Background: an optimization exercise with open tools, aiming at small area, a short achievable clock period and few clock cycles per item. Do not read the settings as production practice.
The RTL was checked by simulation tests, not by an equivalence proof against the original design.

## north
## des_enc
module des_enc (
    input         clk,
    input         rst,
    input         in_valid,
    output        in_ready,
    input  [63:0] in_block,
    input  [63:0] in_key,
    output        out_valid,
    output [63:0] out_block
);
For scale: about 550 flip-flops, about 200 I/O pins, roughly 0.060 mm² of cells after synthesis.
clock: 50.0 ns
lec_check: 0
cap_margin: 20
core_margin: 2
core_utilization: 40
cts_cluster_diameter: 100
cts_cluster_size: 30
slew_margin: 20
standard.sh (not shown) runs the stock make flow with config.mk's settings and CLKGATE_MAP_FILE= SYNTH_SCRIPT=/design/flow/synth_recipe.tcl, a recipe that flattens the netlist after the stock synthesis.
==> flow/flow/run.sh <==
#!/bin/bash
# Own flow: the standard layout (standard.sh), with the S-box modules replaced by
# pre-mapped gate-level netlists during synthesis (see swap.tcl).
set -euo pipefail
W=$(pwd)
export SYNTH_CANONICALIZE_TCL=$W/flow/swap.tcl
BUFFER_PORTS_ARGS="-buffer_cell sky130_fd_sc_hd__buf_1" bash standard.sh SETUP_SLACK_MARGIN=37.5 finish > $W/standard.log 2>&1 || { tail -50 $W/standard.log; exit 1; }
for f in $W/orfs/logs/*/*/*/*.log; do cp "$f" $W/ 2>/dev/null || true; done
tail -5 $W/standard.log
Other scripts of this flow, unchanged in this note and not shown: flow/flow/sbk_gates.v, flow/flow/swap.tcl
In summary, north completed successfully, with a layout that passed the timing, DRC and antenna checks.
Testbench counts of north, summed over its fixed seeds: cycles 2,088, items 2,048.
Modified inputs, south compared to north
==> flow/flow/run.sh <==
#!/bin/bash
# Own flow: the standard layout (standard.sh), with the S-box modules replaced by
# pre-mapped gate-level netlists during synthesis (see swap.tcl).
set -euo pipefail
W=$(pwd)
export SYNTH_CANONICALIZE_TCL=$W/flow/swap.tcl
BUFFER_PORTS_ARGS="-buffer_cell sky130_fd_sc_hd__buf_1" bash standard.sh SETUP_SLACK_MARGIN=39.3 finish > $W/standard.log 2>&1 || { tail -50 $W/standard.log; exit 1; }
for f in $W/orfs/logs/*/*/*/*.log; do cp "$f" $W/ 2>/dev/null || true; done
tail -5 $W/standard.log
### Flow results
From north to south the numbers moved as follows: share of the core filled with cells higher, first-pass GRT wire length increased about 0.3%, area growth from synthesis to final layout went up by 8.1 points, count of non-CTS buffers in the layout up 28.
Modified inputs, east compared to south
==> flow/flow/run.sh <==
#!/bin/bash
# Own flow: the standard layout (standard.sh), with the S-box modules replaced by
# pre-mapped gate-level netlists during synthesis (see swap.tcl).
set -euo pipefail
W=$(pwd)
export SYNTH_CANONICALIZE_TCL=$W/flow/swap.tcl
BUFFER_PORTS_ARGS="-buffer_cell sky130_fd_sc_hd__buf_1" bash standard.sh SETUP_SLACK_MARGIN=38.75 finish > $W/standard.log 2>&1 || { tail -50 $W/standard.log; exit 1; }
for f in $W/orfs/logs/*/*/*/*.log; do cp "$f" $W/ 2>/dev/null || true; done
tail -5 $W/standard.log
## What came out
Delta (east minus south): slew at the pin closest to its max-slew limit increased 0.0037 ns, initial antenna violation count now larger.
Looking only at signed area change from the synthesized netlist to the final layout, and setting everything else aside, the lower value of east and south goes to east.
Diff east..south | cell count | negligible
Going from south to east, area occupied by multi-input gates decreased about 4.3%; number of cells on the worst hold path decreased 1; non-clock buffer instance count of the final layout decreased 9.3%.
The worst path setup slack after routing reported for east is smaller than that of south by 0.036 ns.
Relative to east, the following input files were edited for west:
==> flow/flow/run.sh <==
#!/bin/bash
# Own flow: the standard layout (standard.sh), with the S-box modules replaced by
# pre-mapped gate-level netlists during synthesis (see swap.tcl).
set -euo pipefail
W=$(pwd)
export SYNTH_CANONICALIZE_TCL=$W/flow/swap.tcl
BUFFER_PORTS_ARGS="-buffer_cell sky130_fd_sc_hd__buf_1" bash standard.sh SETUP_SLACK_MARGIN=39 finish > $W/standard.log 2>&1 || { tail -50 $W/standard.log; exit 1; }
for f in $W/orfs/logs/*/*/*/*.log; do cp "$f" $W/ 2>/dev/null || true; done
tail -5 $W/standard.log
==> comparison <==
In the route summary, west ends up with a via count exceeding that of east. In west the worst setup slack turned out 0.039 ns higher than in east. Core utilization: west higher than east. Met1 global-route usage: west vs east, no meaningful difference. east -> west: total wire length flat.

[afterwards: timing with drivers on the ports]
How much do the figures lean on ideal ports? The routed layouts below were timed once more, with nothing changed but the port constraints.
Step 1: set_driving_cell puts a clkbuf_16 on clk and a buf_2 on each other input, an assumption about the parent block.
Step 2 times the ports against the registers' clock, not the clock port: input delays grow and output delays shrink by t, the midpoint of the rising clock arrivals with the driver on.
Slacks: ideal ports / drivers / drivers and shift; pairs: ideal ports / drivers.
| run | t (ns) | setup WS [ns] | hold slack, ns | latest minus earliest clock arrival (ns) | cell pins on the clock port's net |
|---|---|---|---|---|---|
| north | 0.718 | 37.936 / 37.936 / 37.936 | 0.433 / 0.433 / 0.433 | 0.052 / 0.053 | 1 |
| south | 0.720 | 38.890 / 38.814 / 39.429 | 0.440 / 0.440 / 0.440 | 0.058 / 0.058 | 1 |
| east | 0.720 | 38.855 / 38.774 / 39.093 | 0.424 / 0.424 / 0.424 | 0.057 / 0.056 | 1 |
| west | 0.720 | 38.894 / 38.813 / 39.346 | 0.440 / 0.440 / 0.440 | 0.051 / 0.051 | 1 |
After both steps every run listed still meets setup and hold.
